What follows belongs to an exercise in optimizing a design on an open flow for small area; a production flow would make more cautious choices. Function was checked by simulation only, so behaviour that the tests miss may differ from the original.

### flow/config.mk
export PLATFORM = sky130hd
export DESIGN_NAME = Post_top
export DESIGN_NICKNAME = Post_top
export VERILOG_FILES = /design/flow/design.v
export SDC_FILE = /design/flow/constraint.sdc
export NUM_CORES = 4
export LEC_CHECK = 0
export CAP_MARGIN = 20
export CORE_MARGIN = 2
export CORE_UTILIZATION = 40
export SLEW_MARGIN = 20
### flow/constraint.sdc
create_clock -name core_clock -period 12.0 [get_ports {clk}]
set_input_delay 2.4000 -clock core_clock [delete_from_list [all_inputs] [get_ports {clk}]]
set_output_delay 2.4000 -clock core_clock [all_outputs]
set_load 0.01 [all_outputs]
### flow/design.v
module BnMul (
  input  [14:0] r  ,
  input  [ 7:0] one,
  input  [ 7:0] two,
  input  [ 7:0] neg,
  output [15:0] q
);
  wire n1 = (one[0] & r[0]) ^ neg[0];
  wire n2 = ((one[0] & r[1]) | (two[0] & r[0])) ^ neg[0];
  wire n3 = ((one[0] & r[2]) | (two[0] & r[1])) ^ neg[0];
  wire n4 = ((one[0] & r[3]) | (two[0] & r[2])) ^ neg[0];
  wire n5 = ((one[0] & r[4]) | (two[0] & r[3])) ^ neg[0];
  wire n6 = ((one[0] & r[5]) | (two[0] & r[4])) ^ neg[0];
  wire n7 = ((one[0] & r[6]) | (two[0] & r[5])) ^ neg[0];
  wire n8 = ((one[0] & r[7]) | (two[0] & r[6])) ^ neg[0];
  wire n9 = ((one[0] & r[8]) | (two[0] & r[7])) ^ neg[0];
  wire n10 = ((one[0] & r[9]) | (two[0] & r[8])) ^ neg[0];
  wire n11 = ((one[0] & r[10]) | (two[0] & r[9])) ^ neg[0];
  wire n12 = ((one[0] & r[11]) | (two[0] & r[10])) ^ neg[0];
  wire n13 = ((one[0] & r[12]) | (two[0] & r[11])) ^ neg[0];
  wire n14 = ((one[0] & r[13]) | (two[0] & r[12])) ^ neg[0];
  wire n15 = ((one[0] & r[14]) | (two[0] & r[13])) ^ neg[0];
  wire n16 = (two[0] & r[14]) ^ neg[0];
  wire n17 = ~neg[0];
  wire n18 = (one[1] & r[0]) ^ neg[1];
  wire n19 = ((one[1] & r[1]) | (two[1] & r[0])) ^ neg[1];
  wire n20 = ((one[1] & r[2]) | (two[1] & r[1])) ^ neg[1];
  wire n21 = ((one[1] & r[3]) | (two[1] & r[2])) ^ neg[1];
  wire n22 = ((one[1] & r[4]) | (two[1] & r[3])) ^ neg[1];
  wire n23 = ((one[1] & r[5]) | (two[1] & r[4])) ^ neg[1];
  wire n24 = ((one[1] & r[6]) | (two[1] & r[5])) ^ neg[1];
  wire n25 = ((one[1] & r[7]) | (two[1] & r[6])) ^ neg[1];
  wire n26 = ((one[1] & r[8]) | (two[1] & r[7])) ^ neg[1];
  wire n27 = ((one[1] & r[9]) | (two[1] & r[8])) ^ neg[1];
  wire n28 = ((one[1] & r[10]) | (two[1] & r[9])) ^ neg[1];
  wire n29 = ((one[1] & r[11]) | (two[1] & r[10])) ^ neg[1];
  wire n30 = ((one[1] & r[12]) | (two[1] & r[11])) ^ neg[1];
  wire n31 = ((one[1] & r[13]) | (two[1] & r[12])) ^ neg[1];
  wire n32 = ((one[1] & r[14]) | (two[1] & r[13])) ^ neg[1];
  wire n33 = (two[1] & r[14]) ^ neg[1];
  wire n34 = ~neg[1];
  wire n35 = (one[2] & r[0]) ^ neg[2];
  wire n36 = ((one[2] & r[1]) | (two[2] & r[0])) ^ neg[2];
  wire n37 = ((one[2] & r[2]) | (two[2] & r[1])) ^ neg[2];
  wire n38 = ((one[2] & r[3]) | (two[2] & r[2])) ^ neg[2];
  wire n39 = ((one[2] & r[4]) | (two[2] & r[3])) ^ neg[2];
  wire n40 = ((one[2] & r[5]) | (two[2] & r[4])) ^ neg[2];
  wire n41 = ((one[2] & r[6]) | (two[2] & r[5])) ^ neg[2];
  wire n42 = ((one[2] & r[7]) | (two[2] & r[6])) ^ neg[2];
  wire n43 = ((one[2] & r[8]) | (two[2] & r[7])) ^ neg[2];
  wire n44 = ((one[2] & r[9]) | (two[2] & r[8])) ^ neg[2];
  wire n45 = ((one[2] & r[10]) | (two[2] & r[9])) ^ neg[2];
  wire n46 = ((one[2] & r[11]) | (two[2] & r[10])) ^ neg[2];
  wire n47 = ((one[2] & r[12]) | (two[2] & r[11])) ^ neg[2];
  wire n48 = ((one[2] & r[13]) | (two[2] & r[12])) ^ neg[2];
  wire n49 = ((one[2] & r[14]) | (two[2] & r[13])) ^ neg[2];
  wire n50 = (two[2] & r[14]) ^ neg[2];
  wire n51 = ~neg[2];
  wire n52 = (one[3] & r[0]) ^ neg[3];
  wire n53 = ((one[3] & r[1]) | (two[3] & r[0])) ^ neg[3];
  wire n54 = ((one[3] & r[2]) | (two[3] & r[1])) ^ neg[3];
  wire n55 = ((one[3] & r[3]) | (two[3] & r[2])) ^ neg[3];
  wire n56 = ((one[3] & r[4]) | (two[3] & r[3])) ^ neg[3];
  wire n57 = ((one[3] & r[5]) | (two[3] & r[4])) ^ neg[3];
  wire n58 = ((one[3] & r[6]) | (two[3] & r[5])) ^ neg[3];
  wire n59 = ((one[3] & r[7]) | (two[3] & r[6])) ^ neg[3];
  wire n60 = ((one[3] & r[8]) | (two[3] & r[7])) ^ neg[3];
  wire n61 = ((one[3] & r[9]) | (two[3] & r[8])) ^ neg[3];
  wire n62 = ((one[3] & r[10]) | (two[3] & r[9])) ^ neg[3];
  wire n63 = ((one[3] & r[11]) | (two[3] & r[10])) ^ neg[3];
  wire n64 = ((one[3] & r[12]) | (two[3] & r[11])) ^ neg[3];
  wire n65 = ((one[3] & r[13]) | (two[3] & r[12])) ^ neg[3];
  wire n66 = ((one[3] & r[14]) | (two[3] & r[13])) ^ neg[3];
  wire n67 = (two[3] & r[14]) ^ neg[3];
  wire n68 = ~neg[3];
  wire n69 = (one[4] & r[0]) ^ neg[4];
  wire n70 = ((one[4] & r[1]) | (two[4] & r[0])) ^ neg[4];
  wire n71 = ((one[4] & r[2]) | (two[4] & r[1])) ^ neg[4];
  wire n72 = ((one[4] & r[3]) | (two[4] & r[2])) ^ neg[4];
  wire n73 = ((one[4] & r[4]) | (two[4] & r[3])) ^ neg[4];
  wire n74 = ((one[4] & r[5]) | (two[4] & r[4])) ^ neg[4];
  wire n75 = ((one[4] & r[6]) | (two[4] & r[5])) ^ neg[4];
  wire n76 = ((one[4] & r[7]) | (two[4] & r[6])) ^ neg[4];
  wire n77 = ((one[4] & r[8]) | (two[4] & r[7])) ^ neg[4];
  wire n78 = ((one[4] & r[9]) | (two[4] & r[8])) ^ neg[4];
  wire n79 = ((one[4] & r[10]) | (two[4] & r[9])) ^ neg[4];
  wire n80 = ((one[4] & r[11]) | (two[4] & r[10])) ^ neg[4];
  wire n81 = ((one[4] & r[12]) | (two[4] & r[11])) ^ neg[4];
  wire n82 = ((one[4] & r[13]) | (two[4] & r[12])) ^ neg[4];
  wire n83 = ((one[4] & r[14]) | (two[4] & r[13])) ^ neg[4];
  wire n84 = (two[4] & r[14]) ^ neg[4];
  wire n85 = ~neg[4];
  wire n86 = (one[5] & r[0]) ^ neg[5];
  wire n87 = ((one[5] & r[1]) | (two[5] & r[0])) ^ neg[5];
  wire n88 = ((one[5] & r[2]) | (two[5] & r[1])) ^ neg[5];
  wire n89 = ((one[5] & r[3]) | (two[5] & r[2])) ^ neg[5];
  wire n90 = ((one[5] & r[4]) | (two[5] & r[3])) ^ neg[5];
  wire n91 = ((one[5] & r[5]) | (two[5] & r[4])) ^ neg[5];
  wire n92 = ((one[5] & r[6]) | (two[5] & r[5])) ^ neg[5];
  wire n93 = ((one[5] & r[7]) | (two[5] & r[6])) ^ neg[5];
  wire n94 = ((one[5] & r[8]) | (two[5] & r[7])) ^ neg[5];
  wire n95 = ((one[5] & r[9]) | (two[5] & r[8])) ^ neg[5];
  wire n96 = ((one[5] & r[10]) | (two[5] & r[9])) ^ neg[5];
  wire n97 = ((one[5] & r[11]) | (two[5] & r[10])) ^ neg[5];
  wire n98 = ((one[5] & r[12]) | (two[5] & r[11])) ^ neg[5];
  wire n99 = ((one[5] & r[13]) | (two[5] & r[12])) ^ neg[5];
  wire n100 = ((one[5] & r[14]) | (two[5] & r[13])) ^ neg[5];
  wire n101 = (two[5] & r[14]) ^ neg[5];
  wire n102 = ~neg[5];
  wire n103 = (one[6] & r[0]) ^ neg[6];
  wire n104 = ((one[6] & r[1]) | (two[6] & r[0])) ^ neg[6];
  wire n105 = ((one[6] & r[2]) | (two[6] & r[1])) ^ neg[6];
  wire n106 = ((one[6] & r[3]) | (two[6] & r[2])) ^ neg[6];
  wire n107 = ((one[6] & r[4]) | (two[6] & r[3])) ^ neg[6];
  wire n108 = ((one[6] & r[5]) | (two[6] & r[4])) ^ neg[6];
  wire n109 = ((one[6] & r[6]) | (two[6] & r[5])) ^ neg[6];
  wire n110 = ((one[6] & r[7]) | (two[6] & r[6])) ^ neg[6];
  wire n111 = ((one[6] & r[8]) | (two[6] & r[7])) ^ neg[6];
  wire n112 = ((one[6] & r[9]) | (two[6] & r[8])) ^ neg[6];
  wire n113 = ((one[6] & r[10]) | (two[6] & r[9])) ^ neg[6];
  wire n114 = ((one[6] & r[11]) | (two[6] & r[10])) ^ neg[6];
  wire n115 = ((one[6] & r[12]) | (two[6] & r[11])) ^ neg[6];
  wire n116 = ((one[6] & r[13]) | (two[6] & r[12])) ^ neg[6];
  wire n117 = ((one[6] & r[14]) | (two[6] & r[13])) ^ neg[6];
  wire n118 = (two[6] & r[14]) ^ neg[6];
  wire n119 = ~neg[6];
  wire n120 = (one[7] & r[0]) ^ neg[7];
  wire n121 = ((one[7] & r[1]) | (two[7] & r[0])) ^ neg[7];
  wire n122 = ((one[7] & r[2]) | (two[7] & r[1])) ^ neg[7];
  wire n123 = ((one[7] & r[3]) | (two[7] & r[2])) ^ neg[7];
  wire n124 = ((one[7] & r[4]) | (two[7] & r[3])) ^ neg[7];
  wire n125 = ((one[7] & r[5]) | (two[7] & r[4])) ^ neg[7];
  wire n126 = ((one[7] & r[6]) | (two[7] & r[5])) ^ neg[7];
  wire n127 = ((one[7] & r[7]) | (two[7] & r[6])) ^ neg[7];
  wire n128 = ((one[7] & r[8]) | (two[7] & r[7])) ^ neg[7];
  wire n129 = ((one[7] & r[9]) | (two[7] & r[8])) ^ neg[7];
  wire n130 = ((one[7] & r[10]) | (two[7] & r[9])) ^ neg[7];
  wire n131 = ((one[7] & r[11]) | (two[7] & r[10])) ^ neg[7];
  wire n132 = ((one[7] & r[12]) | (two[7] & r[11])) ^ neg[7];
  wire n133 = ((one[7] & r[13]) | (two[7] & r[12])) ^ neg[7];
  wire n134 = ((one[7] & r[14]) | (two[7] & r[13])) ^ neg[7];
  wire n135 = (two[7] & r[14]) ^ neg[7];
  wire n136 = ~neg[7];
  wire n137 = n11 ^ n26;
  wire n138 = n11 & n26;
  wire n139 = n12 ^ n27;
  wire n140 = n12 & n27;
  wire n141 = n13 ^ n28 ^ n43;
  wire n142 = (n13 & n28) | (n13 & n43) | (n28 & n43);
  wire n143 = n58 ^ n73;
  wire n144 = n58 & n73;
  wire n145 = n14 ^ n29 ^ n44;
  wire n146 = (n14 & n29) | (n14 & n44) | (n29 & n44);
  wire n147 = n59 ^ n74;
  wire n148 = n59 & n74;
  wire n149 = n15 ^ n30 ^ n45;
  wire n150 = (n15 & n30) | (n15 & n45) | (n30 & n45);
  wire n151 = n60 ^ n75 ^ n90;
  wire n152 = (n60 & n75) | (n60 & n90) | (n75 & n90);
  wire n153 = n105 ^ n120;
  wire n154 = n105 & n120;
  wire n155 = n16 ^ n31 ^ n46;
  wire n156 = (n16 & n31) | (n16 & n46) | (n31 & n46);
  wire n157 = n61 ^ n76 ^ n91;
  wire n158 = (n61 & n76) | (n61 & n91) | (n76 & n91);
  wire n159 = n106 ^ n121;
  wire n160 = n106 & n121;
  wire n161 = n17 ^ n32 ^ n47;
  wire n162 = (n17 & n32) | (n17 & n47) | (n32 & n47);
  wire n163 = n62 ^ n77 ^ n92;
  wire n164 = (n62 & n77) | (n62 & n92) | (n77 & n92);
  wire n165 = n107 ^ n122 ^ 1'b1;
  wire n166 = (n107 & n122) | (n107 & 1'b1) | (n122 & 1'b1);
  wire n167 = n33 ^ n48 ^ n63;
  wire n168 = (n33 & n48) | (n33 & n63) | (n48 & n63);
  wire n169 = n78 ^ n93 ^ n108;
  wire n170 = (n78 & n93) | (n78 & n108) | (n93 & n108);
  wire n171 = n123 ^ 1'b1;
  wire n172 = n123 & 1'b1;
  wire n173 = n34 ^ n49 ^ n64;
  wire n174 = (n34 & n49) | (n34 & n64) | (n49 & n64);
  wire n175 = n79 ^ n94 ^ n109;
  wire n176 = (n79 & n94) | (n79 & n109) | (n94 & n109);
  wire n177 = n50 ^ n65 ^ n80;
  wire n178 = (n50 & n65) | (n50 & n80) | (n65 & n80);
  wire n179 = n95 ^ n110;
  wire n180 = n95 & n110;
  wire n181 = n51 ^ n66 ^ n81;
  wire n182 = (n51 & n66) | (n51 & n81) | (n66 & n81);
  wire n183 = n67 ^ n82;
  wire n184 = n67 & n82;
  wire n185 = n7 ^ n22;
  wire n186 = n7 & n22;
  wire n187 = n8 ^ n23;
  wire n188 = n8 & n23;
  wire n189 = n9 ^ n24 ^ n39;
  wire n190 = (n9 & n24) | (n9 & n39) | (n24 & n39);
  wire n191 = n54 ^ n69;
  wire n192 = n54 & n69;
  wire n193 = n10 ^ n25 ^ n40;
  wire n194 = (n10 & n25) | (n10 & n40) | (n25 & n40);
  wire n195 = n55 ^ n70;
  wire n196 = n55 & n70;
  wire n197 = n137 ^ n41 ^ n56;
  wire n198 = (n137 & n41) | (n137 & n56) | (n41 & n56);
  wire n199 = n71 ^ n86 ^ neg[5];
  wire n200 = (n71 & n86) | (n71 & neg[5]) | (n86 & neg[5]);
  wire n201 = n138 ^ n139 ^ n42;
  wire n202 = (n138 & n139) | (n138 & n42) | (n139 & n42);
  wire n203 = n57 ^ n72 ^ n87;
  wire n204 = (n57 & n72) | (n57 & n87) | (n72 & n87);
  wire n205 = n140 ^ n141 ^ n143;
  wire n206 = (n140 & n141) | (n140 & n143) | (n141 & n143);
  wire n207 = n88 ^ n103 ^ neg[6];
  wire n208 = (n88 & n103) | (n88 & neg[6]) | (n103 & neg[6]);
  wire n209 = n142 ^ n144 ^ n145;
  wire n210 = (n142 & n144) | (n142 & n145) | (n144 & n145);
  wire n211 = n147 ^ n89 ^ n104;
  wire n212 = (n147 & n89) | (n147 & n104) | (n89 & n104);
  wire n213 = n146 ^ n148 ^ n149;
  wire n214 = (n146 & n148) | (n146 & n149) | (n148 & n149);
  wire n215 = n151 ^ n153 ^ neg[7];
  wire n216 = (n151 & n153) | (n151 & neg[7]) | (n153 & neg[7]);
  wire n217 = n150 ^ n152 ^ n154;
  wire n218 = (n150 & n152) | (n150 & n154) | (n152 & n154);
  wire n219 = n155 ^ n157 ^ n159;
  wire n220 = (n155 & n157) | (n155 & n159) | (n157 & n159);
  wire n221 = n156 ^ n158 ^ n160;
  wire n222 = (n156 & n158) | (n156 & n160) | (n158 & n160);
  wire n223 = n161 ^ n163 ^ n165;
  wire n224 = (n161 & n163) | (n161 & n165) | (n163 & n165);
  wire n225 = n162 ^ n164 ^ n166;
  wire n226 = (n162 & n164) | (n162 & n166) | (n164 & n166);
  wire n227 = n167 ^ n169 ^ n171;
  wire n228 = (n167 & n169) | (n167 & n171) | (n169 & n171);
  wire n229 = n168 ^ n170 ^ n172;
  wire n230 = (n168 & n170) | (n168 & n172) | (n170 & n172);
  wire n231 = n173 ^ n175 ^ n124;
  wire n232 = (n173 & n175) | (n173 & n124) | (n175 & n124);
  wire n233 = n174 ^ n176 ^ n177;
  wire n234 = (n174 & n176) | (n174 & n177) | (n176 & n177);
  wire n235 = n179 ^ n125 ^ 1'b1;
  wire n236 = (n179 & n125) | (n179 & 1'b1) | (n125 & 1'b1);
  wire n237 = n178 ^ n180 ^ n181;
  wire n238 = (n178 & n180) | (n178 & n181) | (n180 & n181);
  wire n239 = n96 ^ n111 ^ n126;
  wire n240 = (n96 & n111) | (n96 & n126) | (n111 & n126);
  wire n241 = n182 ^ n183 ^ n97;
  wire n242 = (n182 & n183) | (n182 & n97) | (n183 & n97);
  wire n243 = n112 ^ n127 ^ 1'b1;
  wire n244 = (n112 & n127) | (n112 & 1'b1) | (n127 & 1'b1);
  wire n245 = n184 ^ n68 ^ n83;
  wire n246 = (n184 & n68) | (n184 & n83) | (n68 & n83);
  wire n247 = n98 ^ n113 ^ n128;
  wire n248 = (n98 & n113) | (n98 & n128) | (n113 & n128);
  wire n249 = n84 ^ n99 ^ n114;
  wire n250 = (n84 & n99) | (n84 & n114) | (n99 & n114);
  wire n251 = n129 ^ 1'b1;
  wire n252 = n129 & 1'b1;
  wire n253 = n85 ^ n100 ^ n115;
  wire n254 = (n85 & n100) | (n85 & n115) | (n100 & n115);
  wire n255 = n101 ^ n116;
  wire n256 = n101 & n116;
  wire n257 = n5 ^ n20;
  wire n258 = n5 & n20;
  wire n259 = n6 ^ n21;
  wire n260 = n6 & n21;
  wire n261 = n185 ^ n37 ^ n52;
  wire n262 = (n185 & n37) | (n185 & n52) | (n37 & n52);
  wire n263 = n186 ^ n187 ^ n38;
  wire n264 = (n186 & n187) | (n186 & n38) | (n187 & n38);
  wire n265 = n188 ^ n189 ^ n191;
  wire n266 = (n188 & n189) | (n188 & n191) | (n189 & n191);
  wire n267 = n190 ^ n192 ^ n193;
  wire n268 = (n190 & n192) | (n190 & n193) | (n192 & n193);
  wire n269 = n194 ^ n196 ^ n197;
  wire n270 = (n194 & n196) | (n194 & n197) | (n196 & n197);
  wire n271 = n198 ^ n200 ^ n201;
  wire n272 = (n198 & n200) | (n198 & n201) | (n200 & n201);
  wire n273 = n202 ^ n204 ^ n205;
  wire n274 = (n202 & n204) | (n202 & n205) | (n204 & n205);
  wire n275 = n206 ^ n208 ^ n209;
  wire n276 = (n206 & n208) | (n206 & n209) | (n208 & n209);
  wire n277 = n210 ^ n212 ^ n213;
  wire n278 = (n210 & n212) | (n210 & n213) | (n212 & n213);
  wire n279 = n214 ^ n216 ^ n217;
  wire n280 = (n214 & n216) | (n214 & n217) | (n216 & n217);
  wire n281 = n218 ^ n220 ^ n221;
  wire n282 = (n218 & n220) | (n218 & n221) | (n220 & n221);
  wire n283 = n222 ^ n224 ^ n225;
  wire n284 = (n222 & n224) | (n222 & n225) | (n224 & n225);
  wire n285 = n226 ^ n228 ^ n229;
  wire n286 = (n226 & n228) | (n226 & n229) | (n228 & n229);
  wire n287 = n230 ^ n232 ^ n233;
  wire n288 = (n230 & n232) | (n230 & n233) | (n232 & n233);
  wire n289 = n234 ^ n236 ^ n237;
  wire n290 = (n234 & n236) | (n234 & n237) | (n236 & n237);
  wire n291 = n238 ^ n240 ^ n241;
  wire n292 = (n238 & n240) | (n238 & n241) | (n240 & n241);
  wire n293 = n242 ^ n244 ^ n245;
  wire n294 = (n242 & n244) | (n242 & n245) | (n244 & n245);
  wire n295 = n246 ^ n248 ^ n249;
  wire n296 = (n246 & n248) | (n246 & n249) | (n248 & n249);
  wire n297 = n250 ^ n252 ^ n253;
  wire n298 = (n250 & n252) | (n250 & n253) | (n252 & n253);
  wire n299 = n254 ^ n255 ^ n131;
  wire n300 = (n254 & n255) | (n254 & n131) | (n255 & n131);
  wire n301 = n256 ^ n102 ^ n117;
  wire n302 = (n256 & n102) | (n256 & n117) | (n102 & n117);
  wire n303 = n118 ^ n133;
  wire n304 = n118 & n133;
  wire n305 = n3 ^ n18;
  wire n306 = n3 & n18;
  wire n307 = n4 ^ n19;
  wire n308 = n4 & n19;
  wire n309 = n257 ^ n35 ^ neg[2];
  wire n310 = (n257 & n35) | (n257 & neg[2]) | (n35 & neg[2]);
  wire n311 = n258 ^ n259 ^ n36;
  wire n312 = (n258 & n259) | (n258 & n36) | (n259 & n36);
  wire n313 = n260 ^ n261 ^ neg[3];
  wire n314 = (n260 & n261) | (n260 & neg[3]) | (n261 & neg[3]);
  wire n315 = n262 ^ n263 ^ n53;
  wire n316 = (n262 & n263) | (n262 & n53) | (n263 & n53);
  wire n317 = n264 ^ n265 ^ neg[4];
  wire n318 = (n264 & n265) | (n264 & neg[4]) | (n265 & neg[4]);
  wire n319 = n266 ^ n267 ^ n195;
  wire n320 = (n266 & n267) | (n266 & n195) | (n267 & n195);
  wire n321 = n268 ^ n269 ^ n199;
  wire n322 = (n268 & n269) | (n268 & n199) | (n269 & n199);
  wire n323 = n270 ^ n271 ^ n203;
  wire n324 = (n270 & n271) | (n270 & n203) | (n271 & n203);
  wire n325 = n272 ^ n273 ^ n207;
  wire n326 = (n272 & n273) | (n272 & n207) | (n273 & n207);
  wire n327 = n274 ^ n275 ^ n211;
  wire n328 = (n274 & n275) | (n274 & n211) | (n275 & n211);
  wire n329 = n276 ^ n277 ^ n215;
  wire n330 = (n276 & n277) | (n276 & n215) | (n277 & n215);
  wire n331 = n278 ^ n279 ^ n219;
  wire n332 = (n278 & n279) | (n278 & n219) | (n279 & n219);
  wire n333 = n280 ^ n281 ^ n223;
  wire n334 = (n280 & n281) | (n280 & n223) | (n281 & n223);
  wire n335 = n282 ^ n283 ^ n227;
  wire n336 = (n282 & n283) | (n282 & n227) | (n283 & n227);
  wire n337 = n284 ^ n285 ^ n231;
  wire n338 = (n284 & n285) | (n284 & n231) | (n285 & n231);
  wire n339 = n286 ^ n287 ^ n235;
  wire n340 = (n286 & n287) | (n286 & n235) | (n287 & n235);
  wire n341 = n288 ^ n289 ^ n239;
  wire n342 = (n288 & n289) | (n288 & n239) | (n289 & n239);
  wire n343 = n290 ^ n291 ^ n243;
  wire n344 = (n290 & n291) | (n290 & n243) | (n291 & n243);
  wire n345 = n292 ^ n293 ^ n247;
  wire n346 = (n292 & n293) | (n292 & n247) | (n293 & n247);
  wire n347 = n294 ^ n295 ^ n251;
  wire n348 = (n294 & n295) | (n294 & n251) | (n295 & n251);
  wire n349 = n296 ^ n297 ^ n130;
  wire n350 = (n296 & n297) | (n296 & n130) | (n297 & n130);
  wire n351 = n298 ^ n299 ^ 1'b1;
  wire n352 = (n298 & n299) | (n298 & 1'b1) | (n299 & 1'b1);
  wire n353 = n300 ^ n301 ^ n132;
  wire n354 = (n300 & n301) | (n300 & n132) | (n301 & n132);
  wire n355 = n302 ^ n303 ^ 1'b1;
  wire n356 = (n302 & n303) | (n302 & 1'b1) | (n303 & 1'b1);
  wire n357 = n304 ^ n119 ^ n134;
  wire n358 = (n304 & n119) | (n304 & n134) | (n119 & n134);
  wire n359 = n135 ^ 1'b1;
  wire n360 = n135 & 1'b1;
  wire n361 = n1 ^ neg[0];
  wire n362 = n1 & neg[0];
  wire n363 = n2 ^ n362;
  wire n364 = n2 & n362;
  wire n365 = n305 ^ neg[1] ^ n364;
  wire n366 = (n305 & neg[1]) | (n305 & n364) | (neg[1] & n364);
  wire n367 = n306 ^ n307 ^ n366;
  wire n368 = (n306 & n307) | (n306 & n366) | (n307 & n366);
  wire n369 = n308 ^ n309 ^ n368;
  wire n370 = (n308 & n309) | (n308 & n368) | (n309 & n368);
  wire n371 = n310 ^ n311 ^ n370;
  wire n372 = (n310 & n311) | (n310 & n370) | (n311 & n370);
  wire n373 = n312 ^ n313 ^ n372;
  wire n374 = (n312 & n313) | (n312 & n372) | (n313 & n372);
  wire n375 = n314 ^ n315 ^ n374;
  wire n376 = (n314 & n315) | (n314 & n374) | (n315 & n374);
  wire n377 = n316 ^ n317 ^ n376;
  wire n378 = (n316 & n317) | (n316 & n376) | (n317 & n376);
  wire n379 = n318 ^ n319 ^ n378;
  wire n380 = (n318 & n319) | (n318 & n378) | (n319 & n378);
  wire n381 = n320 ^ n321 ^ n380;
  wire n382 = (n320 & n321) | (n320 & n380) | (n321 & n380);
  wire n383 = n322 ^ n323 ^ n382;
  wire n384 = (n322 & n323) | (n322 & n382) | (n323 & n382);
  wire n385 = n324 ^ n325 ^ n384;
  wire n386 = (n324 & n325) | (n324 & n384) | (n325 & n384);
  wire n387 = n326 ^ n327 ^ n386;
  wire n388 = (n326 & n327) | (n326 & n386) | (n327 & n386);
  wire n389 = n328 ^ n329 ^ n388;
  wire n390 = (n328 & n329) | (n328 & n388) | (n329 & n388);
  wire n391 = n330 ^ n331 ^ n390;
  wire n392 = (n330 & n331) | (n330 & n390) | (n331 & n390);
  wire n393 = n332 ^ n333 ^ n392;
  wire n394 = (n332 & n333) | (n332 & n392) | (n333 & n392);
  wire n395 = n334 ^ n335 ^ n394;
  wire n396 = (n334 & n335) | (n334 & n394) | (n335 & n394);
  wire n397 = n336 ^ n337 ^ n396;
  wire n398 = (n336 & n337) | (n336 & n396) | (n337 & n396);
  wire n399 = n338 ^ n339 ^ 1'b0;
  wire n400 = (n338 & n339) | (n338 & 1'b0) | (n339 & 1'b0);
  wire n401 = n340 ^ n341 ^ n400;
  wire n402 = (n340 & n341) | (n340 & n400) | (n341 & n400);
  wire n403 = n342 ^ n343 ^ n402;
  wire n404 = (n342 & n343) | (n342 & n402) | (n343 & n402);
  wire n405 = n344 ^ n345 ^ n404;
  wire n406 = (n344 & n345) | (n344 & n404) | (n345 & n404);
  wire n407 = n346 ^ n347 ^ n406;
  wire n408 = (n346 & n347) | (n346 & n406) | (n347 & n406);
  wire n409 = n348 ^ n349 ^ n408;
  wire n410 = (n348 & n349) | (n348 & n408) | (n349 & n408);
  wire n411 = n350 ^ n351 ^ n410;
  wire n412 = (n350 & n351) | (n350 & n410) | (n351 & n410);
  wire n413 = n352 ^ n353 ^ n412;
  wire n414 = (n352 & n353) | (n352 & n412) | (n353 & n412);
  wire n415 = n354 ^ n355 ^ n414;
  wire n416 = (n354 & n355) | (n354 & n414) | (n355 & n414);
  wire n417 = n356 ^ n357 ^ n416;
  wire n418 = (n356 & n357) | (n356 & n416) | (n357 & n416);
  wire n419 = n358 ^ n359 ^ n418;
  wire n420 = (n358 & n359) | (n358 & n418) | (n359 & n418);
  wire n421 = n360 ^ n136 ^ n420;
  wire n422 = (n360 & n136) | (n360 & n420) | (n136 & n420);
  wire n423 = n338 ^ n339 ^ 1'b1;
  wire n424 = (n338 & n339) | (n338 & 1'b1) | (n339 & 1'b1);
  wire n425 = n340 ^ n341 ^ n424;
  wire n426 = (n340 & n341) | (n340 & n424) | (n341 & n424);
  wire n427 = n342 ^ n343 ^ n426;
  wire n428 = (n342 & n343) | (n342 & n426) | (n343 & n426);
  wire n429 = n344 ^ n345 ^ n428;
  wire n430 = (n344 & n345) | (n344 & n428) | (n345 & n428);
  wire n431 = n346 ^ n347 ^ n430;
  wire n432 = (n346 & n347) | (n346 & n430) | (n347 & n430);
  wire n433 = n348 ^ n349 ^ n432;
  wire n434 = (n348 & n349) | (n348 & n432) | (n349 & n432);
  wire n435 = n350 ^ n351 ^ n434;
  wire n436 = (n350 & n351) | (n350 & n434) | (n351 & n434);
  wire n437 = n352 ^ n353 ^ n436;
  wire n438 = (n352 & n353) | (n352 & n436) | (n353 & n436);
  wire n439 = n354 ^ n355 ^ n438;
  wire n440 = (n354 & n355) | (n354 & n438) | (n355 & n438);
  wire n441 = n356 ^ n357 ^ n440;
  wire n442 = (n356 & n357) | (n356 & n440) | (n357 & n440);
  wire n443 = n358 ^ n359 ^ n442;
  wire n444 = (n358 & n359) | (n358 & n442) | (n359 & n442);
  wire n445 = n360 ^ n136 ^ n444;
  wire n446 = (n360 & n136) | (n360 & n444) | (n136 & n444);
  wire n447 = n398 ? n423 : n399;
  wire n448 = n398 ? n425 : n401;
  wire n449 = n398 ? n427 : n403;
  wire n450 = n398 ? n429 : n405;
  wire n451 = n398 ? n431 : n407;
  wire n452 = n398 ? n433 : n409;
  wire n453 = n398 ? n435 : n411;
  wire n454 = n398 ? n437 : n413;
  wire n455 = n398 ? n439 : n415;
  wire n456 = n398 ? n441 : n417;
  wire n457 = n398 ? n443 : n419;
  wire n458 = n398 ? n445 : n421;
  wire [30:0] p = {n458, n457, n456, n455, n454, n453, n452, n451, n450, n449, n448, n447, n397, n395, n393, n391, n389, n387, n385, n383, n381, n379, n377, n375, n373, n371, n369, n367, n365, n363, n361};
  wire        ovf = p[30:26] != {5{p[30]}};
  assign q = ovf ? {p[30], {15{~p[30]}}} : p[26:11];
endmodule
module Post_top #(
  parameter INT_BITS  = 4,
  parameter POX       = 4,
  parameter POY       = 4,
  parameter CHANNEL_N = 2
) (
  input                             clk              ,
  input                             rst              ,
  input  [CHANNEL_N*POY*POX*16-1:0] mac_to_serializer,
  input                             mac_output_valid ,
  input  [         $clog2(POY)-1:0] mac_valid_number ,
  input  [                    15:0] K                ,
  input  [                    15:0] B                ,
  input  [              POX*16-1:0] bias             ,
  output [              POX*16-1:0] relu_out         ,
  output                            relu_out_valid   ,
  output [              POX*16-1:0] post_out         ,
  output                            post_out_valid   ,
  output [            POX/2*16-1:0] pooling_out      ,
  output                            pooling_out_valid
);
  reg  [447:0] chain;
  reg          active;
  reg  [  2:0] cnt;        
  reg  [  1:0] rm1;        
  always @(posedge clk) begin
    if (mac_output_valid) chain[383:0] <= mac_to_serializer[447:64];
    else                  chain[383:0] <= chain[447:64];
    chain[447:384] <= mac_to_serializer[511:448];
  end
  always @(posedge clk or posedge rst) begin
    if (rst) begin
      active <= 1'b0;
      cnt    <= 3'd0;
      rm1    <= 2'd0;
    end
    else if (mac_output_valid) begin
      active <= 1'b1;
      cnt    <= 3'd1;
      rm1    <= mac_valid_number - 1'b1;
    end
    else if (active) begin
      cnt <= cnt + 1'b1;
      if (cnt == {rm1, 1'b1}) active <= 1'b0;
    end
  end
  wire [ 1:0] slot = (cnt > {1'b0, rm1}) ? ~rm1 : 2'd0;
  reg  [63:0] chain_row;
  always @(*) begin
    case (slot)
      2'd0:    chain_row = chain[ 63:  0];
      2'd1:    chain_row = chain[127: 64];
      2'd2:    chain_row = chain[191:128];
      default: chain_row = chain[255:192];
    endcase
  end
  wire [63:0] row    = mac_output_valid ? mac_to_serializer[63:0] : chain_row;
  wire        row_ok = mac_output_valid | active;
  reg  [59:0] relu_r;
  reg         v1, v2;
  genvar x, i;
  generate
    for (x = 0; x < POX; x = x + 1) begin : g_relu
      wire [15:0] a = row[16*x +: 16];
      wire [15:0] b = bias[16*x +: 16];
      wire [16:0] c;
      assign c[0] = 1'b0;
      for (i = 0; i < 16; i = i + 1) begin : g_c
        assign c[i+1] = (a[i] & b[i]) | (a[i] & c[i]) | (b[i] & c[i]);
      end
      wire [15:0] s = a ^ b ^ c[15:0];
      always @(posedge clk) relu_r[15*x +: 15] <= s[15] ? 15'd0 : s[14:0];
      assign relu_out[16*x +: 16] = {1'b0, relu_r[15*x +: 15]};
    end
  endgenerate
  always @(posedge clk or posedge rst) begin
    if (rst) begin
      v1 <= 1'b0;
      v2 <= 1'b0;
    end
    else begin
      v1 <= row_ok;
      v2 <= v1;
    end
  end
  assign relu_out_valid = v1;
  wire [16:0] kx = {K, 1'b0};
  wire [ 7:0] one, two, neg;
  generate
    for (i = 0; i < 8; i = i + 1) begin : g_booth
      assign one[i] = kx[2*i+1] ^ kx[2*i];
      assign two[i] = (kx[2*i+2] & ~kx[2*i+1] & ~kx[2*i]) | (~kx[2*i+2] & kx[2*i+1] & kx[2*i]);
      assign neg[i] = kx[2*i+2];
    end
  endgenerate
  reg [63:0] q_r;
  generate
    for (x = 0; x < POX; x = x + 1) begin : g_mul
      wire [15:0] q;
      BnMul U_BnMul (
        .r  (relu_r[15*x +: 15]),
        .one(one               ),
        .two(two               ),
        .neg(neg               ),
        .q  (q                 )
      );
      always @(posedge clk) q_r[16*x +: 16] <= q;
    end
  endgenerate
  generate
    for (x = 0; x < POX; x = x + 1) begin : g_bn
      wire [15:0] a = q_r[16*x +: 16];
      wire [16:0] c;
      assign c[0] = 1'b0;
      for (i = 0; i < 16; i = i + 1) begin : g_c
        assign c[i+1] = (a[i] & B[i]) | (a[i] & c[i]) | (B[i] & c[i]);
      end
      assign post_out[16*x +: 16] = a ^ B ^ c[15:0];
    end
  endgenerate
  assign post_out_valid = v2;
  reg        second;
  reg [31:0] pool_r;
  reg        pool_valid;
  generate
    for (x = 0; x < POX/2; x = x + 1) begin : g_pool
      wire [15:0] a = post_out[32*x +: 16];
      wire [15:0] b = post_out[32*x+16 +: 16];
      wire [15:0] m = pool_r[16*x +: 16];
      wire [16:0] ab, ma, mb;
      assign ab[0] = 1'b0;
      assign ma[0] = 1'b0;
      assign mb[0] = 1'b0;
      for (i = 0; i < 16; i = i + 1) begin : g_cmp
        if (i < 15) begin : g_lo
          assign ab[i+1] = (a[i] & ~b[i]) | (a[i] & ab[i]) | (~b[i] & ab[i]);
          assign ma[i+1] = (m[i] & ~a[i]) | (m[i] & ma[i]) | (~a[i] & ma[i]);
          assign mb[i+1] = (m[i] & ~b[i]) | (m[i] & mb[i]) | (~b[i] & mb[i]);
        end
        else begin : g_hi
          assign ab[i+1] = (~a[i] & b[i]) | (~a[i] & ab[i]) | (b[i] & ab[i]);
          assign ma[i+1] = (~m[i] & a[i]) | (~m[i] & ma[i]) | (a[i] & ma[i]);
          assign mb[i+1] = (~m[i] & b[i]) | (~m[i] & mb[i]) | (b[i] & mb[i]);
        end
      end
      wire [15:0] ab_max = ab[16] ? a : b;
      always @(posedge clk)
        pool_r[16*x +: 16] <= (second & ma[16] & mb[16]) ? m : ab_max;
    end
  endgenerate
  always @(posedge clk or posedge rst) begin
    if (rst) begin
      second     <= 1'b0;
      pool_valid <= 1'b0;
    end
    else begin
      if (v2) second <= ~second;
      pool_valid <= v2 & second;
    end
  end
  assign pooling_out       = pool_r;
  assign pooling_out_valid = pool_valid;
endmodule
### flow/run.sh
#!/bin/bash
# synth_recipe.tcl (not shown) runs the flow's synth.tcl, then flattens the netlist and writes it again
# the make line also repeats each setting of config.mk as NAME=value (left out here)
make -C /OpenROAD-flow-scripts/flow DESIGN_CONFIG=/design/flow/config.mk WORK_HOME=/design/flow/orfs CLKGATE_MAP_FILE= SYNTH_SCRIPT=/design/flow/synth_recipe.tcl finish
==> flow_metrics.tcl, run 1 <==
set metrics [dict create \
    outcome "complete, no violations" \
    cts_made_buffers 71 \
    fin_tns_setup_ns 0 \
    min_path_cells 0 \
    htreeDepth 3 \
    grt_pass1_vias 50800 \
    final_design_area_no_fill_sq_um 69900 \
    rr_startpoint "relu_r[2]" \
    most-common-layout-cells "clkdlybuf4s50_1 (754), a21oi_1 (580), dfxtp_1 (570)" \
    place.gp.congestion 0.953 \
    gr-total-overflow 0 \
    required_ns 9.60 \
    finalMaxSlewViolations 0 \
    max_freq_mhz 84.9 \
    final_cells 9217 \
    synth_top_area_share_pct 19.9 \
    initial_core_util_pct 40.2 \
    yosys_register_bits 614 \
    syn2layout_area_growth_pct 21.6 \
    drt_iter0_markers 4960 \
    min_to "v2" \
    cts_tree "done" \
    synth-simple-area-share_pct 10.9 \
    synthCells 6826 \
    fin_util_pct 48.8 \
    die_w_microns 383 \
    clk_pin_slew_worst_paths_ns 0.06 \
    hpwlAfterDp_microns 168000 \
    cts_max_path_buffers 3 \
    via_count 53300 \
    num_rows 139 \
    syn_area_sq_um 57500 \
    worstPathMaxFanout 5 \
    syn_avg_cell_area_sq_um 8.42 \
    fp.dieH_microns 383 \
    synthMuxAreaShare_pct 9.59 \
    die-area_sq_um 147000 \
    finalHoldViolations 0 \
    post_drt_wl_per_cell_microns 24.1 \
    grt_max_degree 143 \
    yosysWarnings 1 \
    ys.flop_type "dfxtp_1" \
    vias_per_cell 5.79 \
    clock_latency_ns 0.70 \
    crit_slowest_cell "clkdlybuf4s50_1" \
    synth_top_family_by_area "adder cells" \
    finClkSkew_ns 0.0489 \
    r2r_cells 34 \
    endpoint_kind "output pin" \
    rr_endpoint "q_r[13]" \
    nets 8457 \
    ctsRootBufferMaster "clkbuf_16" \
    async_flop_share_pct 1.63 \
    cts_setup_buffers 0 \
    arrival_ns 9.39 \
    critPathLaunchType "input port" \
    ant_nets 0 \
    grt_pass1_wl_microns 329000 \
    rsz0062_at_grt "false" \
    synthTopCellsByArea "dfxtp_1 (20%), fa_1 (16%), mux2_2 (8.0%), a21oi_1 (5.1%), maj3_1 (4.4%)" \
    min_from "v1" \
    grt_use_total_pct 29.3 \
    rrSetupSlack_ns 1.72 \
    io_buffers 771 \
    cap_violations 0 \
    period_share_pct 98.2 \
    postPlaceCellArea_sq_um 67300 \
    min_path_type "reg -> reg" \
    crit_chain "clkdlybuf4s50_1, buf_4, ha_1, fa_1, inv_1, fa_1, fa_1, inv_1, fa_1, fa_1, fa_1, fa_1, fa_1, fa_1, fa_1, fa_1, fa_1, fa_1, inv_1, fa_1, inv_1, clkdlybuf4s50_1" \
    dp_cells 9058 \
    synth_area_leader_cell "dfxtp_1" \
    synth_xor_area_share_pct 1.54 \
    dr.pass1.iters 9 \
    cp_common_cell "fa_1" \
    final_common_cell "clkdlybuf4s50_1" \
    synthAdderAreaFrac_pct 24.1 \
    core_region_area_sq_um 143000 \
    drt_wl_total_microns 222000 \
    drc 0 \
    period_minus_slack_ns 11.79 \
    worstSetupPathType "in -> out" \
    synth_edf_count 32 \
    critPathMaxStageDelay_ns 0.56 \
    pin_count 776 \
    tightest_slew_ns 0.933 \
    setup_viol 0 \
    ctsHoldBuffers 0 \
    antenna_found_initial 68 \
    ys_types 87 \
    maxSlewHeadroom_pct 37.8 \
    synth_compound_area_share_pct 23.3 \
    yosysSeqAreaShare_pct 22.0 \
    layout-drive-gt1-share_pct 12.6 \
    cts_sinks 614 \
]
## sequential cells by signal, summed over array words and instances, names as in the netlist
register    flops
v2              1
v1              1
active          1
second          1
rm1             2
relu_r         60
pool_valid      1
pool_r         32
cnt             3
chain         448
q_r            64
## Yosys cell counts, types with 30 or more instances
cell type,n
xor2_1,37
o31ai_1,67
nand3_1,67
inv_1,560
edfxtp_1,32
nand2_1,459
nand2b_1,60
o21ai_0,311
o22ai_1,330
o311a_1,105
a31oi_1,40
nor2_1,466
a21oi_1,582
mux2_2,406
a22oi_1,135
fa_1,464
nor2b_1,221
a221oi_1,101
xnor2_1,62
a22o_1,69
buf_1,115
maj3_1,251
a211oi_1,124
clkbuf_1,578
dfxtp_1,572
nor3_1,38
ha_1,151
o221ai_1,30
mux2i_1,94
## how the worst max path moves through the flow
stage          start      endpoint  slack, ns
2_1_floorplan   K[1]       q_r[37]      0.006
3_3_place_gp    K[2]       q_r[56]      -0.21
3_5_place_dp    K[2]       q_r[13]      -0.35
4_1_cts         B[0]  post_out[47]       0.12
5_1_grt         B[0]  post_out[14]      0.002
6_report        B[0]  post_out[46]       0.21
## logic make-up after synthesis
logic type | count (synthesis)
flip-flops | 614
XOR/XNOR | 100
AO/OA/AOI/OAI | 2052
other | 1
buffers and inverters | 1290
adder cells (fa/ha/maj) | 879
AND/OR/NAND/NOR | 1390
multiplexers | 500
## metrics by stage
stage	worst slack, ns	hold slack (ns)
3_3_place_gp	-0.208	0.407
2_1_floorplan	0.00574	0.416
6_report	0.215	0.411
5_1_grt	0.00230	0.437
3_5_place_dp	-0.347	0.410
4_1_cts	0.120	0.426
## critical path, delay by kind of cell
| kind | cells | cell delay [ns] |
|---|---|---|
| buf+inv | 7 | 1.57 |
| fa+ha+maj | 15 | 5.41 |
## per-layer routing
layer  global-route usage, %  wire length, microns  up-vias
met5                       0                   375        -
met4                    10.8                  8560       58
met3                    6.28                 17800      381
met2                    49.3                106000     2189
met1                    36.7                 89600    25900
li1                        -                     -    24800
## repair_timing
item	4_1_cts	5_1_grt
setup endpoints to repair	0	24
resized for setup	0	6
endpoints found under the hold margin	0	0
## final cells by class
| cell class | instances | area [sq um] |
|---|---|---|
| Tap cell | 1903 | 2380 |
| Clock buffer | 101 | 2070 |
| Timing Repair Buffer | 1050 | 10000 |
| Multi-Input combinational cell | 4925 | 40100 |
| Sequential cell | 614 | 12700 |
| Fill cell | 13700 | 73200 |
| Inverter | 567 | 2130 |
| Antenna cell | 29 | 72.6 |
| Clock inverter | 28 | 420 |
==> run 2, diff against run 1 <==
--- a/flow/design.v
+++ b/flow/design.v
@@ -555,3 +555,5 @@
   assign relu_out_valid = v1;
-  wire [16:0] kx = {K, 1'b0};
+  reg  [15:0] k_r;
+  always @(posedge clk) k_r <= K;
+  wire [16:0] kx = {k_r, 1'b0};
   wire [ 7:0] one, two, neg;
--- a/flow/config.mk
+++ b/flow/config.mk
@@ -7,2 +7,3 @@
 export LEC_CHECK = 0
+export ABC_AREA = 1
 export CAP_MARGIN = 20
==> flow_metrics.tcl, run 2 <==
set metrics [dict create \
    reg_top3 "chain x448, q_r x64, relu_r x60" \
    critPathLaunchType "input port" \
    synthAdderAreaFrac_pct 23.7 \
    cts_made_buffers 75 \
    wl_met3_microns 16900 \
    min_to "chain[263]" \
    dr.pass1.iters 6 \
    nets 7664 \
    synth_top_family_by_area "adder cells" \
    crit_slowest_cell "clkdlybuf4s50_1" \
    yosysWarnings 1 \
    synthTopCellsByArea "dfxtp_1 (25%), fa_1 (20%), nand2_1 (11%), xor2_1 (9.5%), inv_1 (7.0%)" \
    grt_use_total_pct 30.0 \
    ctsRootBufferMaster "clkbuf_16" \
    syn_avg_cell_area_sq_um 8.12 \
    cts_sinks 630 \
    hpwlAfterDp_microns 144000 \
    grt_pass1_vias 42000 \
    synth_most_common_cell "nand2_1" \
    yosysSeqAreaShare_pct 27.3 \
    finalHoldViolations 0 \
    pin_count 776 \
    worstSetupPathType "in -> out" \
    r2r_cells 45 \
    drt_iter0_markers 3518 \
    setup_viol 0 \
    synth_compound_area_share_pct 13.1 \
    worstPathMaxFanout 4 \
    outcome "complete, no violations" \
    maxSlewHeadroom_pct 29.0 \
    synth_area_leader_cell "dfxtp_1" \
    min_path_type "reg -> reg" \
    synth_top_area_share_pct 24.8 \
    grt_pass1_wl_microns 273000 \
    rsz0062_at_grt "false" \
    ys_types 51 \
    place.gp.congestion 0.937 \
    num_rows 126 \
    most-common-layout-cells "nand2_1 (1393), inv_1 (885), clkdlybuf4s50_1 (770)" \
    drt_wl_total_microns 185000 \
    endpoint_kind "output pin" \
    synth-simple-area-share_pct 15.3 \
    period_share_pct 97.2 \
    vias_per_cell 5.22 \
    synthCells 5850 \
    min_from "chain[327]" \
    final_design_area_no_fill_sq_um 59200 \
    period_minus_slack_ns 11.66 \
    cts_tree "done" \
    final_common_cell "nand2_1" \
    async_flop_share_pct 1.59 \
    syn_area_sq_um 47500 \
    initial_core_util_pct 40.3 \
    required_ns 9.60 \
    clk_pin_slew_worst_paths_ns 0.06 \
    ys.flop_type "dfxtp_1" \
    fp.dieH_microns 349 \
    top_register "chain" \
    layout-drive-gt1-share_pct 5.92 \
    yosys_register_bits 630 \
    post_drt_wl_per_cell_microns 22.9 \
    fin_tns_setup_ns 0 \
    cts_max_path_buffers 3 \
    cts_setup_buffers 0 \
    cap_violations 0 \
    max_freq_mhz 85.7 \
    cp_common_cell "fa_1" \
    largest_register_ffs 448 \
    top_layer_used "met5" \
    crit_chain "clkdlybuf4s50_1, ha_1, fa_1, inv_1, fa_1, fa_1, inv_1, fa_1, fa_1, fa_1, fa_1, fa_1, fa_1, fa_1, fa_1, fa_1, fa_1, fa_1, xor2_2, inv_1, clkdlybuf4s50_1" \
    finClkSkew_ns 0.0402 \
    met1_length_microns 71900 \
    rr_startpoint "k_r[5]" \
    met2RoutedLength_microns 87900 \
    core_region_area_sq_um 118000 \
    ctsHoldBuffers 0 \
    io_buffers 771 \
    fin_util_pct 50.2 \
    critPathMaxStageDelay_ns 0.54 \
    tightest_slew_ns 1.06 \
    die_w_microns 349 \
    min_path_cells 2 \
    synth_edf_count 32 \
    arrival_ns 9.26 \
    htreeDepth 3 \
    syn2layout_area_growth_pct 24.5 \
    rrSetupSlack_ns 1.26 \
    nFillCells 11300 \
    finalMaxSlewViolations 0 \
    die-area_sq_um 122000 \
    ant_nets 0 \
    crit_buf_inv 5 \
    crit_family "adder cells" \
    postPlaceCellArea_sq_um 56500 \
    rr_endpoint "q_r[0]" \
    synthMuxAreaShare_pct 0 \
    antenna_found_initial 54 \
    grt_max_degree 181 \
    clock_latency_ns 0.68 \
    synthTopCellsByCount "nand2_1 (1394), inv_1 (888), dfxtp_1 (588)" \
    via_count 42100 \
    synth_xor_area_share_pct 10.1 \
    gr-total-overflow 0 \
    drc 0 \
]
[run 2: cell types whose count changed in the layout (fill, tap and decap cells not counted), sizes merged, moves of 101 or more]
cell and change:
o311a -105, maj3 -255, inv +330, a211oi -124, xor2 +477, a21oi -508, a221oi -101, buf -188
nor2 -325, nor2b -221, o22ai +172, mux2 -406, nand2 +972
[run 2: per-layer routing]
layer,global-route usage [%],vias to the layer above
met4,12.4,22
met2,50.1,1898
met5,0,-
met1,37.0,20100
li1,-,19700
met3,7.40,356
[run 2: worst min-delay path, cell delays in order (launching register included)]
cell	delay (ns)
dfxtp_1	0.30
nand2_1	0.05
nand2_1	0.04
[run 2: what timing repair did]
| action | in CTS | in global routing |
|---|---|---|
| hold endpoints to repair | 0 | 0 |
| gates resized for setup | 0 | 1 |
| endpoints found under the setup margin | 0 | 1 |
[run 2: kinds of logic (layout without fill, tap and decap cells)]
group | count (synthesis) | count (layout)
xor+xnor | 547 | 547
buf+inv | 1272 | 1906
flops | 630 | 630
simple gates | 1760 | 1760
fa+ha+maj | 624 | 624
compound gates | 1016 | 1016
other cells | 1 | 42
[run 2: final cells by class]
type	count	area [sq um]	area share, %
Tap cell	1536	1920	3.25
Clock inverter	25	372	0.628
Antenna cell	38	95.1	0.161
Multi-Input combinational cell	3951	29700	50.1
Inverter	900	3400	5.74
Clock buffer	103	2150	3.63
Timing Repair Buffer	878	8580	14.5
Sequential cell	630	13000	22.0
[run 2: worst max path at each step]
stage | start | end | slack, ns | cells past startpoint
4_1_cts | B[0] | post_out[63] | 0.30 | 21
3_5_place_dp | B[0] | post_out[63] | 0.31 | 21
3_3_place_gp | B[0] | post_out[63] | 0.34 | 21
6_report | B[0] | post_out[63] | 0.34 | 21
2_1_floorplan | B[0] | post_out[31] | 1.71 | 19
5_1_grt | B[0] | post_out[63] | 0.05 | 21
[run 2: per-stage QoR]
stage	worst slack [ns]	instances	hold slack (ns)
2_1_floorplan	1.71	5853	0.396
3_3_place_gp	0.339	7895	0.402
3_5_place_dp	0.308	7895	0.402
4_1_cts	0.304	8023	0.413
5_1_grt	0.0539	8048	0.432
6_report	0.338	8061	0.414
==> run 3, diff against run 2 <==
==> flow/flow/run.sh (new file) <==
#!/bin/bash
# The standard layout, except that the port buffers are the smallest
# buffer (buf_1) rather than the one buffer_ports picks by default.
# make's output (and every ORFS step's log under orfs/logs/) stays in this
# folder.
set -euo pipefail
bash standard.sh "BUFFER_PORTS_ARGS=-buffer_cell sky130_fd_sc_hd__buf_1" finish > make_finish.log 2>&1
==> flow/standard.sh (new file) <==
#!/bin/bash
# synth_recipe.tcl (not shown) runs the flow's synth.tcl, then flattens the netlist and writes it again
# the make line also repeats each setting of config.mk as NAME=value (left out here)
make -C /OpenROAD-flow-scripts/flow DESIGN_CONFIG=/design/flow/config.mk WORK_HOME=/design/flow/orfs CLKGATE_MAP_FILE= SYNTH_SCRIPT=/design/flow/synth_recipe.tcl "${@:-finish}"
--- a/flow/config.mk
+++ b/flow/config.mk
@@ -11,2 +11,3 @@
 export CORE_UTILIZATION = 40
+export CTS_BUF_LIST = sky130_fd_sc_hd__clkbuf_4 sky130_fd_sc_hd__clkbuf_8
 export SLEW_MARGIN = 20
removed: flow/run.sh
==> flow_metrics.tcl, run 3 <==
set metrics [dict create \
    tightest_slew_ns 1.04 \
    synthCells 5850 \
    synth_most_common_cell "nand2_1" \
    outcome "complete, no violations" \
    synth_edf_count 32 \
    drt_iter0_markers 4193 \
    num_rows 126 \
    syn_avg_cell_area_sq_um 8.12 \
    grt_pass1_wl_microns 266000 \
    clock_latency_ns 0.83 \
    die_w_microns 349 \
    synthAdderAreaFrac_pct 23.7 \
    critPathMaxStageDelay_ns 0.42 \
    synth-simple-area-share_pct 15.3 \
    synthTopCellsByCount "nand2_1 (1394), inv_1 (888), dfxtp_1 (588)" \
    period_share_pct 91.2 \
    largest_register_ffs 448 \
    rsz0062_at_grt "false" \
    antenna_found_initial 49 \
    dr.pass1.iters 6 \
    synth_top_family_by_area "adder cells" \
    worstPathMaxFanout 4 \
    drc 0 \
    setup_viol 0 \
    finalHoldWorstSlack_ns 0.405 \
    ctsHoldBuffers 0 \
    critPathLaunchType "input port" \
    place.gp.congestion 0.941 \
    pin_count 776 \
    max_freq_mhz 91.3 \
    post_drt_wl_per_cell_microns 22.2 \
    postPlaceCellArea_sq_um 51600 \
    synthTopCellsByArea "dfxtp_1 (25%), fa_1 (20%), nand2_1 (11%), xor2_1 (9.5%), inv_1 (7.0%)" \
    fin_tns_setup_ns 0 \
    core_region_area_sq_um 118000 \
    cts_max_path_buffers 3 \
    cts_made_buffers 109 \
    reg_top3 "chain x448, q_r x64, relu_r x60" \
    synth_top_area_share_pct 24.8 \
    fp.dieH_microns 349 \
    grt_max_degree 171 \
    final_common_cell "nand2_1" \
    via_count 42400 \
    finClkSkew_ns 0.0546 \
    drt_wl_total_microns 180000 \
    final_design_area_no_fill_sq_um 54100 \
    post-place-ws_ns 1.08 \
    cap_violations 0 \
    ctsRootBufferMaster "clkbuf_8" \
    min_path_cells 2 \
    crit_chain "buf_1, ha_1, fa_1, inv_1, fa_1, fa_1, inv_1, fa_1, fa_1, fa_1, fa_1, fa_1, fa_1, fa_1, fa_1, fa_1, fa_1, fa_1, xor2_1, inv_1, buf_1" \
    required_ns 9.60 \
    layout-drive-gt1-share_pct 6.85 \
    io_buffers 771 \
    cts_sinks 630 \
    htreeDepth 3 \
    yosysSeqAreaShare_pct 27.3 \
    period_minus_slack_ns 10.95 \
    most-common-layout-cells "nand2_1 (1393), inv_1 (885), buf_1 (770)" \
    synth_xor_area_share_pct 10.1 \
    ant_nets 0 \
    synth_area_leader_cell "dfxtp_1" \
    cp.depth 21 \
    min_path_type "reg -> reg" \
    cts_setup_buffers 0 \
    maxSlewHeadroom_pct 30.7 \
    cts_tree "done" \
    endpoint_kind "output pin" \
    finalHoldViolations 0 \
    setup_ws_ns 1.05 \
    cts_resized 0 \
    initial_core_util_pct 40.3 \
    r2r_cells 44 \
    vias_per_cell 5.24 \
    crit_buf_inv 5 \
    ys.flop_type "dfxtp_1" \
    grt_pass1_vias 41800 \
    synthMuxAreaShare_pct 0 \
    syn_area_sq_um 47500 \
    grt_use_total_pct 29.1 \
    nets 7687 \
    die-area_sq_um 122000 \
    ys_types 51 \
    arrival_ns 8.55 \
    hpwlAfterDp_microns 140000 \
    top_register "chain" \
    yosysWarnings 1 \
    crit_family "adder cells" \
    crit_slowest_cell "fa_1" \
    syn2layout_area_growth_pct 13.9 \
    clk_pin_slew_worst_paths_ns 0.06 \
    worstSetupPathType "in -> out" \
    cp_common_cell "fa_1" \
    finalMaxSlewViolations 0 \
    yosys_register_bits 630 \
    gr-total-overflow 0 \
    synth_compound_area_share_pct 13.1 \
    async_flop_share_pct 1.59 \
]
run 3: path summary, 6_finish.rpt:
check                           startpoint      endpoint  slack [ns]
worst max-delay path                  B[0]  post_out[63]        1.05
worst min-delay path            chain[343]    chain[279]        0.41
worst max register to register      k_r[5]        q_r[8]        1.36
worst min register to register  chain[343]    chain[279]        0.41
max in group asynchronous              rst        second       10.10
min in group asynchronous              rst            v1        1.54
run 3: layer usage:
| metal | vias to the layer above | track usage [%] | part of all wire (%) |
|---|---|---|---|
| met1 | 20300 | 36.8 | 40 |
| met2 | 1969 | 48.3 | 47 |
| met5 | - | 0 | 0.12 |
| met4 | 30 | 12.1 | 4.7 |
| li1 | 19700 | - | - |
| met3 | 379 | 6.00 | 8.3 |
run 3: logic make-up (layout without fill, tap and decap cells):
kind of cell / after synthesis / after routing
other: 1 / 33
DFF: 630 / 630
xor gates and xnor gates: 547 / 547
adders and majority gates: 624 / 624
AOI/OAI and AO/OA: 1016 / 1016
buffers and inverters: 1272 / 1956
and+or+nand+nor: 1760 / 1760
run 3: worst reg2reg max path, delay by kind of cell (launching register included):
kind | cells | cell delay, ns
xor gates and xnor gates | 1 | 0.21
adders and majority gates | 11 | 5.29
and+or+nand+nor | 23 | 1.83
AOI/OAI and AO/OA | 6 | 1.98
DFF | 1 | 0.66
buffers and inverters | 3 | 0.50
run 3: area by class of cell:
| type | count | area, sq um |
|---|---|---|
| Antenna cell | 29 | 72.6 |
| Clock buffer | 162 | 2020 |
| Clock inverter | 27 | 357 |
| Fill cell | 11900 | 63800 |
| Inverter | 900 | 3400 |
| Multi-Input combinational cell | 3951 | 29700 |
| Sequential cell | 630 | 13000 |
| Tap cell | 1536 | 1920 |
| Timing Repair Buffer | 867 | 3690 |
run 3: through the flow:
| stage | cells | utilization, % |
|---|---|---|
| 5_1_grt | 8094 | 45.9 |
| 3_3_place_gp | 7884 | 43.8 |
| 4_1_cts | 8073 | 45.8 |
| 3_5_place_dp | 7884 | 43.8 |
| 2_1_floorplan | 5853 | - |
| 6_report | 8102 | 45.9 |
==> run 4, diff against run 3 <==
--- a/flow/config.mk
+++ b/flow/config.mk
@@ -10,4 +10,4 @@
 export CORE_MARGIN = 2
-export CORE_UTILIZATION = 40
-export CTS_BUF_LIST = sky130_fd_sc_hd__clkbuf_4 sky130_fd_sc_hd__clkbuf_8
+export CORE_UTILIZATION = 60
+export CTS_BUF_LIST = sky130_fd_sc_hd__clkbuf_4
 export SLEW_MARGIN = 20
==> flow_metrics.tcl, run 4 <==
set metrics [dict create \
    final_common_cell "nand2_1" \
    maxSlewHeadroom_pct 30.0 \
    num_rows 103 \
    pin_count 776 \
    final_design_area_no_fill_sq_um 53200 \
    grt_pass1_wl_microns 264000 \
    crit_buf_inv 5 \
    grtUsageMet2_pct 66.1 \
    rr_endpoint "q_r[61]" \
    critPathMaxStageDelay_ns 0.39 \
    dr.pass1.iters 8 \
    drt_iter0_markers 4471 \
    endpoint_kind "output pin" \
    rsz0062_at_grt "false" \
    r2r_cells 50 \
    synth_most_common_cell "nand2_1" \
    synth_top_area_share_pct 24.8 \
    ctsRootBufferMaster "clkbuf_4" \
    grt_pass1_vias 42700 \
    place.gp.congestion 1.01 \
    synthCells 5850 \
    yosys_register_bits 630 \
    htreeDepth 4 \
    synth_edf_count 32 \
    rrSetupSlack_ns 1.53 \
    cts_sinks 630 \
    ctsHoldBuffers 0 \
    cts_tree "done" \
    required_ns 9.60 \
    drc 0 \
    cp.depth 21 \
    yosysSeqAreaShare_pct 27.3 \
    antenna_found_initial 35 \
    post_drt_wl_per_cell_microns 23.1 \
    cap_violations 0 \
    syn2layout_area_growth_pct 12.0 \
    cts_setup_buffers 0 \
    max_freq_mhz 92.3 \
    die_w_microns 285 \
    critPathLaunchType "input port" \
    die-area_sq_um 81400 \
    gr-total-overflow 0 \
    vias_per_cell 5.69 \
    ys.flop_type "dfxtp_1" \
    finalHoldViolations 0 \
    syn_avg_cell_area_sq_um 8.12 \
    crit_chain "buf_1, ha_1, fa_1, inv_1, fa_1, fa_1, inv_1, fa_1, fa_1, fa_1, fa_1, fa_1, fa_1, fa_1, fa_1, fa_1, fa_1, fa_1, xor2_1, inv_1, buf_1" \
    core_region_area_sq_um 78700 \
    via_count 43900 \
    synthTopCellsByArea "dfxtp_1 (25%), fa_1 (20%), nand2_1 (11%), xor2_1 (9.5%), inv_1 (7.0%)" \
    cp_common_cell "fa_1" \
    cts_made_buffers 164 \
    worstSetupPathType "in -> out" \
    arrival_ns 8.44 \
    period_share_pct 90.3 \
    drt_wl_total_microns 178000 \
    async_flop_share_pct 1.59 \
    synth_area_leader_cell "dfxtp_1" \
    tightest_slew_ns 1.05 \
    setup_viol 0 \
    finClkSkew_ns 0.112 \
    syn_area_sq_um 47500 \
    cts_resized 0 \
    grt_max_degree 183 \
    finalMaxSlewViolations 0 \
    outcome "complete, no violations" \
    crit_family "adder cells" \
    met3_usage_pct 12.9 \
    largest_register_ffs 448 \
    worstPathMaxFanout 4 \
    postPlaceCellArea_sq_um 51000 \
    min_path_cells 2 \
    synthTopCellsByCount "nand2_1 (1394), inv_1 (888), dfxtp_1 (588)" \
    clk_pin_slew_worst_paths_ns 0.07 \
    min_path_type "reg -> reg" \
    crit_slowest_cell "fa_1" \
    hpwlAfterDp_microns 137000 \
    yosysWarnings 1 \
    fp.dieH_microns 285 \
    ant_nets 0 \
    grt_use_met1_pct 54.2 \
    nFillCells 7060 \
    nets 7744 \
    fin_util_pct 67.6 \
    min_to "chain[323]" \
    top_register "chain" \
    fin_tns_setup_ns 0 \
    io_buffers 771 \
    initial_core_util_pct 60.3 \
    most-common-layout-cells "nand2_1 (1393), inv_1 (884), buf_1 (770)" \
    rr_startpoint "k_r[5]" \
    grt_use_total_pct 43.2 \
    min_from "chain[387]" \
    layout-drive-gt1-share_pct 7.80 \
    busiest_layer "met2" \
    cts_max_path_buffers 3 \
    clock_latency_ns 1.05 \
    reg_top3 "chain x448, q_r x64, relu_r x60" \
    ys_types 51 \
    period_minus_slack_ns 10.84 \
]
-- run 4: cell counts after synthesis --
No cell type changed its count.
-- run 4: layout make-up --
type / count / area, sq um / share of cell area (%)
antenna: 27 / 67.6 / 0.127
clock buffer: 238 / 1790 / 3.36
tap: 1050 / 1310 / 2.47
timing repair buffer: 869 / 3710 / 6.97
sequential: 630 / 13000 / 24.4
clock inverter: 43 / 314 / 0.590
inverter: 900 / 3400 / 6.38
multi-input combinational: 3951 / 29600 / 55.7
-- run 4: worst max path at each step --
stage	from	endpoint
finish	B[0]	post_out[31]
global route	k_r[3]	q_r[33]
CTS	B[0]	post_out[31]
detailed placement	B[0]	post_out[31]
global placement	B[0]	post_out[31]
floorplan	B[0]	post_out[31]
-- run 4: worst reg2reg max path, delay by kind of cell (launching register included) --
family	cells	cell delay [ns]
adder cells (fa/ha/maj)	11	5.36
flip-flops	1	0.57
AND/OR/NAND/NOR	29	2.41
buffers and inverters	5	1.31
AO/OA/AOI/OAI	4	0.45
XOR/XNOR	1	0.21
-- run 4: cells by family (layout without fill, tap and decap cells) --
kind of cell | after synthesis | in the layout | share of synthesized area [%]
compound gates | 1016 | 1016 | 13.1
simple gates | 1760 | 1760 | 15.3
flops | 630 | 630 | 27.3
fa+ha+maj | 624 | 624 | 23.7
buf+inv | 1272 | 2050 | 10.4
xor+xnor | 547 | 547 | 10.1
other cells | 1 | 31 | 0.00790
-- run 4: metal layers --
layer,part of all wire (%),vias to the layer above
met1,37,20900
met5,0.057,-
met4,6.4,14
li1,-,19900
met3,12,533
met2,45,2562
-- run 4: metrics by stage --
step           std cells  worst slack [ns]  hold WS, ns
2_1_floorplan       5853              1.71        0.396
3_3_place_gp        7399              1.26        0.400
3_5_place_dp        7399              1.15        0.401
4_1_cts             7680              1.16        0.367
5_1_grt             7703             0.828        0.395
6_report            7708              1.16        0.374

## afterwards: timing with drivers on the ports
No port has a modelled driver above. Below, the same layouts with a new extraction and two added sets of constraints.
Step 1 sets driving cells, clkbuf_16 on the clock port and buf_2 on the other inputs (assumed; they add their load-dependent delay and slew).
Step 2 adds t to the input delays and takes it off the output delays; t is the mean of the earliest and latest rising clock arrival at the registers after step 1. Input paths then give back, and output paths get back, about the clock's delay inside the block.
Three values: ideal, step 1, step 2; two values: the first two.
run	t, ns	slack for setup (ns)	worst hold slack (ns)	slew at the worst register clock pin (ns)	cell pins on the clock port's net
run 1	0.762	0.215 / 0.191 / -0.308	0.411 / 0.411 / 0.411	0.07 / 0.07	1
run 2	0.740	0.338 / 0.292 / 0.292	0.414 / 0.414 / 0.414	0.08 / 0.08	1
run 3	0.889	1.051 / 1.012 / 1.012	0.405 / 0.405 / 0.405	0.07 / 0.07	1
run 4	1.063	1.164 / 1.113 / 1.113	0.374 / 0.374 / 0.374	0.09 / 0.09	1
Met with ideal ports but missed after step 2: setup timing in run 1. The setup slack of run 1, which loses most, moves by -0.024 ns with the drivers and by -0.523 ns with both steps.
